What follows belongs to an exercise in optimizing a design on an open flow for small area; a production flow would make more cautious choices.
The RTL was checked by simulation tests, not by an equivalence proof against the original design.
Power figures rest on the tool's default switching activity, not on a simulated workload.

==> job 6542: inputs <==
==> flow/design.v <==
module Pong_Top
  #(parameter [16:0] BALL_AT  = 17'h0a8d7,   
    parameter [17:0] PAD_AT   = 18'h0de83,   
    parameter [17:0] PAD_OVER = 18'h1bd06)   
  (input  i_Clk,        
   input  i_Rst,        
   input i_Switch_1,
   input i_Switch_2,
   input i_Switch_3,
   input i_Switch_4,
   output o_VGA_HSync,
   output o_VGA_VSync,
   output [2:0] o_VGA_Red,
   output [2:0] o_VGA_Grn,
   output [2:0] o_VGA_Blu,
   output [3:0] o_Game_Test,
   output o_LED_1,
   output o_LED_2,
   output o_LED_3,
   output o_LED_4
   );
  wire [3:0] w_Switch = {i_Switch_4, i_Switch_3, i_Switch_2, i_Switch_1};
  reg  [3:0] r_Switch;
  reg  [3:0] r_Sig;
  reg  [3:0] r_LED;
  always @(posedge i_Clk)
    if (i_Rst)
      begin
        r_Switch <= 4'b0000;
        r_Sig    <= 4'b0000;
        r_LED    <= 4'b0000;
      end
    else
      begin
        r_Switch <= w_Switch;
        r_Sig    <= w_Switch & r_Switch;
        r_LED    <= r_LED ^ (w_Switch & r_Switch);
      end
  assign o_LED_1 = r_LED[0];
  assign o_LED_2 = r_LED[1];
  assign o_LED_3 = r_LED[2];
  assign o_LED_4 = r_LED[3];
  reg  [9:0] r_Col;
  reg  [9:0] r_Row;
  wire [9:0] w_Col_Inc = r_Col + 1'b1;
  wire [9:0] w_Row_Inc = r_Row + 1'b1;
  wire w_Col_End = &{r_Col[9:8], r_Col[4:0]};
  wire w_Row_End = r_Row[9] & r_Row[3] & r_Row[2];
  always @(posedge i_Clk)
    if (i_Rst)
      begin
        r_Col <= 10'd799;
        r_Row <= 10'd524;
      end
    else if (w_Col_End)
      begin
        r_Col <= 10'd0;
        r_Row <= w_Row_End ? 10'd0 : w_Row_Inc;
      end
    else
      r_Col <= w_Col_Inc;
  reg r_HSync, r_VSync;
  always @(posedge i_Clk)
    if (i_Rst)
      begin
        r_HSync <= 1'b0;
        r_VSync <= 1'b0;
      end
    else
      begin
        r_HSync <= !(r_Col >= 660 && r_Col <= 751);
        r_VSync <= !((r_Row == 490 && r_Col >= 2) || r_Row == 491 ||
                     (r_Row == 492 && r_Col < 2));
      end
  assign o_VGA_HSync = r_HSync;
  assign o_VGA_VSync = r_VSync;
  reg  [1:0] r_Start_Cnt;
  wire w_Started = &r_Start_Cnt;
  reg  [1:0] r_Test;        
  always @(posedge i_Clk)
    if (i_Rst)
      begin
        r_Start_Cnt <= 2'd0;
        r_Test      <= 2'b00;
      end
    else
      begin
        if (r_Sig[0] && !w_Started)
          r_Start_Cnt <= r_Start_Cnt + 1'b1;
        r_Test <= {r_Test[0], w_Started};
      end
  assign o_Game_Test = {4{r_Test[1]}};
  reg  [6:0]  r_Left;       
  reg  [7:0]  r_Right;      
  reg  [17:0] r_LU, r_LD, r_RU, r_RD;
  wire w_LU_Go = r_Sig[0] && w_Started;
  wire w_LD_Go = r_Sig[1] && w_Started;
  wire w_RU_Go = r_Sig[2];
  wire w_RD_Go = r_Sig[3] && w_Started;
  wire w_LU_Move = w_LU_Go && r_LU == PAD_AT && r_Left >= 2;
  wire w_LD_Move = w_LD_Go && r_LD == PAD_AT && r_Left <= 106;
  wire w_RU_Move = w_RU_Go && r_RU == PAD_AT;
  wire w_RD_Move = w_RD_Go && r_RD == PAD_AT && r_Right <= 106;
  wire w_LU_Clr = i_Rst || (w_LU_Go && (w_LU_Move || r_LU == PAD_OVER));
  wire w_LD_Clr = i_Rst || (w_LD_Go && (w_LD_Move || r_LD == PAD_OVER));
  wire w_RU_Clr = i_Rst || (w_RU_Go && (w_RU_Move || r_RU == PAD_OVER));
  wire w_RD_Clr = i_Rst || (w_RD_Go && (w_RD_Move || r_RD == PAD_OVER));
  always @(posedge i_Clk)
    begin
      r_LU <= w_LU_Clr ? 18'd0 : w_LU_Go ? {r_LU[16:0], ~(r_LU[17] ^ r_LU[10])} : r_LU;
      r_LD <= w_LD_Clr ? 18'd0 : w_LD_Go ? {r_LD[16:0], ~(r_LD[17] ^ r_LD[10])} : r_LD;
      r_RU <= w_RU_Clr ? 18'd0 : w_RU_Go ? {r_RU[16:0], ~(r_RU[17] ^ r_RU[10])} : r_RU;
      r_RD <= w_RD_Clr ? 18'd0 : w_RD_Go ? {r_RD[16:0], ~(r_RD[17] ^ r_RD[10])} : r_RD;
    end
  wire w_L_En = w_LD_Move || w_LU_Move;
  wire w_R_En = w_RD_Move || w_RU_Move;
  wire [7:0] w_L_T, w_R_T;    
  assign w_L_T[0] = w_L_En;
  assign w_R_T[0] = w_R_En;
  genvar gi;
  generate
    for (gi = 0; gi < 7; gi = gi + 1) begin : g_lt
      assign w_L_T[gi+1] = w_L_T[gi] & (r_Left[gi] ~^ w_LD_Move);
    end
    for (gi = 0; gi < 7; gi = gi + 1) begin : g_rt
      assign w_R_T[gi+1] = w_R_T[gi] & (r_Right[gi] ~^ w_RD_Move);
    end
  endgenerate
  always @(posedge i_Clk)
    if (i_Rst)
      begin
        r_Left  <= 7'd25;
        r_Right <= 8'd105;
      end
    else
      begin
        r_Left  <= r_Left ^ w_L_T[6:0];
        r_Right <= r_Right ^ w_R_T[7:0];
      end
  reg  [16:0] r_Ball_Cnt;
  reg  [8:0]  r_BX;         
  reg  [8:0]  r_BY;
  reg         r_DX, r_DY;
  reg  [2:0]  r_T1, r_T2;
  wire w_Tick = r_Ball_Cnt == BALL_AT;
  always @(posedge i_Clk)
    r_Ball_Cnt <= (i_Rst || w_Tick) ? 17'd0 : {r_Ball_Cnt[15:0], ~(r_Ball_Cnt[16] ^ r_Ball_Cnt[13])};
  wire [7:0] w_KB = r_DX ? r_Right : {1'b0, r_Left};
  wire [8:0] w_EB = {2'b00, r_BY[8:2]} - {1'b0, w_KB};
  wire w_EB_Lo = w_EB[8:4] == 5'd0;
  wire w_Y5   = r_BY >= 5;
  wire w_InL  = w_EB_Lo && (w_EB[3:0] <= 12 || (w_EB[3:0] == 13 && !r_BY[1]));
  wire w_InR  = w_EB_Lo && ((w_EB[3:0] >= 1 && w_EB[3:0] <= 13) || (w_EB[3:0] == 0 && r_BY[1]));
  wire w_Top  = r_BY == 1;
  wire w_Bot  = r_BY == 479;
  wire w_Hit  = w_Y5 && (r_DX ? (r_DY ? ((r_BX == 254 || r_BX == 255) && !w_Bot && w_InR)
                                      : (r_BX == 255 && w_InR))
                              : (r_BX == 14 && w_InL && !(r_DY && w_Bot)));
  wire w_Wall = r_DY ? w_Bot : w_Top;
  wire w_DX_N = r_DX ^ w_Hit;
  wire w_DY_N = r_DY ^ (!w_Hit && w_Wall);
  wire w_Score_2 = r_BX == 0;       
  wire w_Score_1 = r_BX == 320;     
  wire w_Score   = w_Score_2 || w_Score_1;
  wire w_Step    = w_Tick && !w_Score;
  wire w_Restart = i_Rst || (w_Tick && w_Score);
  wire [8:0] w_X_T, w_Y_T;
  assign w_X_T[0] = w_Step;
  assign w_Y_T[0] = w_Step;
  generate
    for (gi = 0; gi < 8; gi = gi + 1) begin : g_bt
      assign w_X_T[gi+1] = w_X_T[gi] & (r_BX[gi] ~^ w_DX_N);
      assign w_Y_T[gi+1] = w_Y_T[gi] & (r_BY[gi] ~^ w_DY_N);
    end
  endgenerate
  always @(posedge i_Clk)
    if (w_Restart)
      begin
        r_BX <= 9'd160;
        r_BY <= 9'd240;
      end
    else
      begin
        r_BX <= r_BX ^ w_X_T;
        r_BY <= r_BY ^ w_Y_T;
      end
  always @(posedge i_Clk)
    if (i_Rst)
      begin
        r_DX <= 1'b1;
        r_DY <= 1'b1;
        r_T1 <= 3'd0;
        r_T2 <= 3'd0;
      end
    else if (w_Tick)
      begin
        if (w_Score_2)
          begin
            r_T2 <= (r_T2 == 4) ? 3'd0 : r_T2 + 1'b1;
            if (r_T2 == 4)
              r_T1 <= 3'd0;
            r_DX <= 1'b0;
            r_DY <= 1'b0;
          end
        else if (w_Score_1)
          begin
            r_T1 <= (r_T1 == 4) ? 3'd0 : r_T1 + 1'b1;
            if (r_T1 == 4)
              r_T2 <= 3'd0;
            r_DX <= 1'b1;
            r_DY <= 1'b0;
          end
        else
          begin
            r_DX <= w_DX_N;
            r_DY <= w_DY_N;
          end
      end
  wire w_Sel_R = r_Col[9] | r_Col[8];
  wire [7:0] w_KP = w_Sel_R ? r_Right : {1'b0, r_Left};
  wire [8:0] w_EP = {1'b0, r_Row[9:2]} - {1'b0, w_KP};
  wire [3:0] w_EP4 = w_EP[3:0];
  wire w_EP_Lo = w_EP[8:4] == 5'd0;
  wire w_VL = w_EP_Lo && ((w_EP4 >= 2 && w_EP4 <= 12) || (w_EP4 == 1 && r_Row[1:0] != 0) ||
                          (w_EP4 == 13 && !r_Row[1]));
  wire w_VR = w_EP_Lo && ((w_EP4 >= 2 && w_EP4 <= 13) || (w_EP4 == 1 && r_Row[1:0] == 3));
  wire w_Pad_L = r_Col >= 17  && r_Col <= 27  && w_VL;
  wire w_Pad_R = r_Col >= 509 && r_Col <= 519 && w_VR;
  wire w_Ball_C = (r_Col[9:1] == r_BX) || (r_Col[0] && w_Col_Inc[9:1] == r_BX);
  wire [9:0] w_BY_Inc = r_BY + 1'b1;
  wire w_Ball_R = (r_Row == r_BY) || (w_Row_Inc == r_BY) || (r_Row == w_BY_Inc);
  wire w_Ball = w_Ball_C && w_Ball_R;
  wire w_Tally_Row = r_Row >= 10 && r_Row <= 20;
  wire w_Tally =
    w_Tally_Row &&
    ((r_T1 >= 1 && r_Col >= 100 && r_Col <= 102) ||
     (r_T1 >= 2 && r_Col >= 105 && r_Col <= 107) ||
     (r_T1 >= 3 && r_Col >= 110 && r_Col <= 112) ||
     (r_T1 >= 4 && r_Col >= 115 && r_Col <= 117) ||
     (r_T2 >= 1 && r_Col >= 400 && r_Col <= 402) ||
     (r_T2 >= 2 && r_Col >= 405 && r_Col <= 407) ||
     (r_T2 >= 3 && r_Col >= 410 && r_Col <= 412) ||
     (r_T2 >= 4 && r_Col >= 415 && r_Col <= 417));
  wire w_Pixel = w_Pad_L || w_Pad_R || w_Ball || w_Tally;
  reg [2:0] r_Video;
  always @(posedge i_Clk)
    if (i_Rst)
      r_Video <= 3'b000;
    else
      r_Video <= {r_Video[1:0], w_Started && w_Pixel};
  assign o_VGA_Red = {3{r_Video[2]}};
  assign o_VGA_Grn = {3{r_Video[2]}};
  assign o_VGA_Blu = {3{r_Video[2]}};
endmodule
==> flow/run.sh <==
#!/bin/bash
# synth_recipe.tcl (not shown) runs the flow's synth.tcl, then flattens the netlist and writes it again
# the make line also repeats each setting of config.mk as NAME=value (left out here)
make -C /OpenROAD-flow-scripts/flow DESIGN_CONFIG=/design/flow/config.mk WORK_HOME=/design/flow/orfs CLKGATE_MAP_FILE= SYNTH_SCRIPT=/design/flow/synth_recipe.tcl finish
==> flow/config.mk <==
export PLATFORM = sky130hd
export DESIGN_NAME = Pong_Top
export DESIGN_NICKNAME = Pong_Top
export VERILOG_FILES = /design/flow/design.v
export SDC_FILE = /design/flow/constraint.sdc
export NUM_CORES = 4
export LEC_CHECK = 0
export CAP_MARGIN = 20
export CORE_MARGIN = 2
export CORE_UTILIZATION = 40
export SLEW_MARGIN = 20
==> flow/constraint.sdc <==
create_clock -name core_clock -period 20.0 [get_ports {i_Clk}]
set_input_delay 4.0000 -clock core_clock [delete_from_list [all_inputs] [get_ports {i_Clk}]]
set_output_delay 4.0000 -clock core_clock [all_outputs]
set_load 0.01 [all_outputs]
==> inputs of job 6658, as changes to job 6542 <==
--- a/flow/design.v
+++ b/flow/design.v
@@ -74,22 +74,16 @@
       end
   assign o_VGA_HSync = r_HSync;
   assign o_VGA_VSync = r_VSync;
-  reg  [1:0] r_Start_Cnt;
-  wire w_Started = &r_Start_Cnt;
-  reg  [1:0] r_Test;        
-  always @(posedge i_Clk)
-    if (i_Rst)
-      begin
-        r_Start_Cnt <= 2'd0;
-        r_Test      <= 2'b00;
-      end
-    else
-      begin
-        if (r_Sig[0] && !w_Started)
-          r_Start_Cnt <= r_Start_Cnt + 1'b1;
-        r_Test <= {r_Test[0], w_Started};
-      end
-  assign o_Game_Test = {4{r_Test[1]}};
+  reg  [2:0] r_Start;
+  wire w_Started = r_Start[2];
+  always @(posedge i_Clk)
+    if (i_Rst)
+      r_Start <= 3'b000;
+    else if (r_Start[2])
+      r_Start <= {1'b1, r_Start[0], 1'b1};
+    else if (r_Sig[0])
+      r_Start <= r_Start[1] ? 3'b100 : {2'b00, 1'b1} << r_Start[0];
+  assign o_Game_Test = {4{r_Start[1] & r_Start[2]}};
   reg  [6:0]  r_Left;       
   reg  [7:0]  r_Right;      
   reg  [17:0] r_LU, r_LD, r_RU, r_RD;
@@ -227,8 +221,8 @@
   wire w_Pad_L = r_Col >= 17  && r_Col <= 27  && w_VL;
   wire w_Pad_R = r_Col >= 509 && r_Col <= 519 && w_VR;
   wire w_Ball_C = (r_Col[9:1] == r_BX) || (r_Col[0] && w_Col_Inc[9:1] == r_BX);
-  wire [9:0] w_BY_Inc = r_BY + 1'b1;
-  wire w_Ball_R = (r_Row == r_BY) || (w_Row_Inc == r_BY) || (r_Row == w_BY_Inc);
+  wire [10:0] w_DYB = {1'b0, w_Row_Inc} - {2'b00, r_BY};
+  wire w_Ball_R = w_DYB[10:2] == 9'd0 && w_DYB[1:0] != 2'd3;
   wire w_Ball = w_Ball_C && w_Ball_R;
   wire w_Tally_Row = r_Row >= 10 && r_Row <= 20;
   wire w_Tally =
==> flow/flow/run.sh (new file) <==
#!/bin/bash
# Own layout flow: the standard synthesis, then its combinational logic
# mapped again for area with ABC (the registers stay exactly as the standard
# synthesis made them), then the standard layout steps with a clock tree
# of smaller buffers. Each tool's output goes to a log file in this folder.
set -euo pipefail
W=$PWD
P=${FLOW_PLATFORM:-sky130hd}
R=$W/orfs/results/$P/Pong_Top/base
L=$W/orfs/logs/$P/Pong_Top/base
YOSYS=$FLOW_HOME/../tools/install/yosys/bin/yosys
LIB=$FLOW_HOME/platforms/$P/lib/sky130_fd_sc_hd__tt_025C_1v80.lib

# 1. the standard synthesis
bash standard.sh synth > log_std_synth.txt 2>&1
cp "$R/1_2_yosys.v" std_1_2_yosys.v

# 2. combinational cell models from the liberty file
"$YOSYS" -q -l log_cells.txt -p "read_liberty -ignore_miss_func $LIB; write_verilog -noattr cells_all.v"
python3 flow/combcells.py cells_all.v cells_comb.v > log_combcells.txt 2>&1

# 3. map the combinational logic again, keeping the cells the platform marks
#    don't-use out as the standard synthesis does
DU=$(grep -o -- '-dont_use [A-Za-z0-9_]*' "$L/1_2_yosys.log" | sort -u | tr '\n' ' ')
cat > resyn.ys <<EOS
read_liberty -lib $LIB
read_verilog -sv std_1_2_yosys.v
hierarchy -top $FLOW_TOP
tee -o resyn_before.txt stat -liberty $LIB
techmap -map cells_comb.v
techmap
opt -purge
abc -liberty $LIB -script $W/flow/abc_area.script $DU
opt_clean
setundef -zero
hilomap -singleton -hicell sky130_fd_sc_hd__conb_1 HI -locell sky130_fd_sc_hd__conb_1 LO
insbuf -buf sky130_fd_sc_hd__buf_4 A X
splitnets
opt_clean -purge
check -assert -mapped
tee -o resyn_after.txt stat -liberty $LIB
write_verilog -noattr -nohex -nodec resyn_1_2_yosys.v
EOS
"$YOSYS" -l log_resyn.txt -s resyn.ys > /dev/null
cp resyn_1_2_yosys.v "$R/1_2_yosys.v"
touch "$R/1_2_yosys.v"

# 4. the standard layout from the new netlist on: the clock tree and the
#    port buffers use smaller cells, and the clock tree has no dummy loads
export CTS_ARGS="-sink_clustering_enable -repair_clock_nets -buf_list {sky130_fd_sc_hd__clkbuf_4 sky130_fd_sc_hd__clkbuf_8} -dont_use_dummy_load"
export BUFFER_PORTS_ARGS="-buffer_cell sky130_fd_sc_hd__buf_1"
bash standard.sh > log_std_layout.txt 2>&1
==> flow/flow/abc_area.script (new file) <==
&get -n
&st
&syn2
&dch
&nf
&st
&deepsyn -T 60
&put
dch -f
amap -F 10 -A 30 -C 1000
==> flow/flow/combcells.py (new file) <==
#!/usr/bin/env python3
"""Keep only the combinational cell models from a Yosys dump of the liberty
file (write_verilog of read_liberty), for techmapping the standard
synthesis's gates back to generic logic. Flip-flops and latches stay cells."""
import re, sys
src = open(sys.argv[1]).read()
keep = []
for body, name in re.findall(r'(module (\S+)\(.*?endmodule\n)', src, re.S):
    if 'always' in body or ' reg ' in body:
        continue
    keep.append(body)
open(sys.argv[2], 'w').write('\n'.join(keep))
print(len(keep), 'combinational cell models')
==> flow/standard.sh (new file) <==
#!/bin/bash
# synth_recipe.tcl (not shown) runs the flow's synth.tcl, then flattens the netlist and writes it again
# the make line also repeats each setting of config.mk as NAME=value (left out here)
make -C /OpenROAD-flow-scripts/flow DESIGN_CONFIG=/design/flow/config.mk WORK_HOME=/design/flow/orfs CLKGATE_MAP_FILE= SYNTH_SCRIPT=/design/flow/synth_recipe.tcl "${@:-finish}"
CORE_UTILIZATION = 70   (was 40)
PLACE_DENSITY = 0.8   (was not set)
removed: flow/run.sh
==> summary.txt <==
Against job 6542, the die area of job 6658 is lower by 53%.
Against job 6658, the combinational power of job 6542 is larger by 140%.
In job 6542 the critical path depth is lower than in job 6658, by 2.
Clock skew: job 6658 is higher than job 6542 (0.0096 ns).
In job 6658 the via count is lower than in job 6542, by 7.5%.
In job 6658 the design area is lower than in job 6542, by about 22%.
Count of clock-buffer cells in the layout: job 6542 is higher than job 6658 (3).
In job 6658 the global-route usage is higher than in job 6542, by 16 points.
Between job 6542 and job 6658, the lower wire length is in job 6658 (gap 15%, measured against job 6658).
Non-clock buffer count: job 6658 is higher than job 6542 (2).
Of job 6658 and job 6542, job 6542 has the higher fmax (gap 13%, measured against job 6542).
==> figures <==
item                                                                           job 6658                  job 6542
Most common cell after layout, fill and taps aside            sky130_fd_sc_hd__clkinv_1  sky130_fd_sc_hd__nand2_1
Result of the run                                               complete, no violations   complete, no violations
Delay contributed by the slowest stage of the critical path                     0.89 ns                   0.61 ns
Final sequential cell count                                                         170                       171
Avg WL per Cell                                                                 15.8 µm                   14.3 µm
Critical Path Sink                                                              r_T1[2]                  r_Row[7]
Vertical die dimension                                                           109 µm                    160 µm
Endpoint of the worst-slack reg-to-reg timing path                              r_BY[7]                   r_BX[6]
Non-clock buffer area fraction after layout                                      0.0139                    0.0230
Placed Cells                                                                       1164                      1462
Detailed-route wire length on metal 1                                           8100 µm                  11000 µm
Maximum number of pins on one net before global-route repair                         38                        42
Slowest library cell on the worst path                        sky130_fd_sc_hd__clkinv_1    sky130_fd_sc_hd__buf_2
Clock distribution area overhead in the final layout                             0.0285                    0.0562
Met3 GRT Util                                                                    0.0682                    0.0255
Util after Layout                                                                 0.758                     0.438
Power per cell area                                                         71.0 nW/µm²               80.2 nW/µm²
Multi-input combinational cell area                                            3590 µm²                  5790 µm²
Clock transition at path regs                                                   0.09 ns                   0.07 ns
Fraction of layout instances using a drive strength above 1                      0.0211                    0.0487
Slew headroom                                                                     0.398                     0.307
Number of placement rows                                                             38                        57
Final Instance Area                                                            8210 µm²                 10600 µm²

[separate check: timing with driven ports]
No port has a modelled driver above. Below, the same layouts with a new extraction and two added sets of constraints. Step 1 sets driving cells, clkbuf_16 on the clock port and buf_2 on the other inputs (assumed; they add their load-dependent delay and slew). Step 2 moves the port delays by t, midway between the first and last clock arrival at a register: inputs arrive t later, outputs are due t later. That takes back most of the time a late clock gives input paths. Slacks: ideal ports / drivers / drivers and shift; pairs: ideal ports / drivers.
run | t (ns) | setup slack, ns | clock arrival spread, ns | pins driven straight from the clock port
job 6542 | 0.467 | 14.442 / 14.465 / 13.999 | 0.014 / 0.013 | 1
job 6658 | 0.492 | 13.623 / 13.640 / 13.148 | 0.026 / 0.027 | 1
After both steps setup and hold are still met in every run listed. The setup slack of job 6658, which loses most, moves by +0.017 ns with the drivers and by -0.475 ns with both steps.
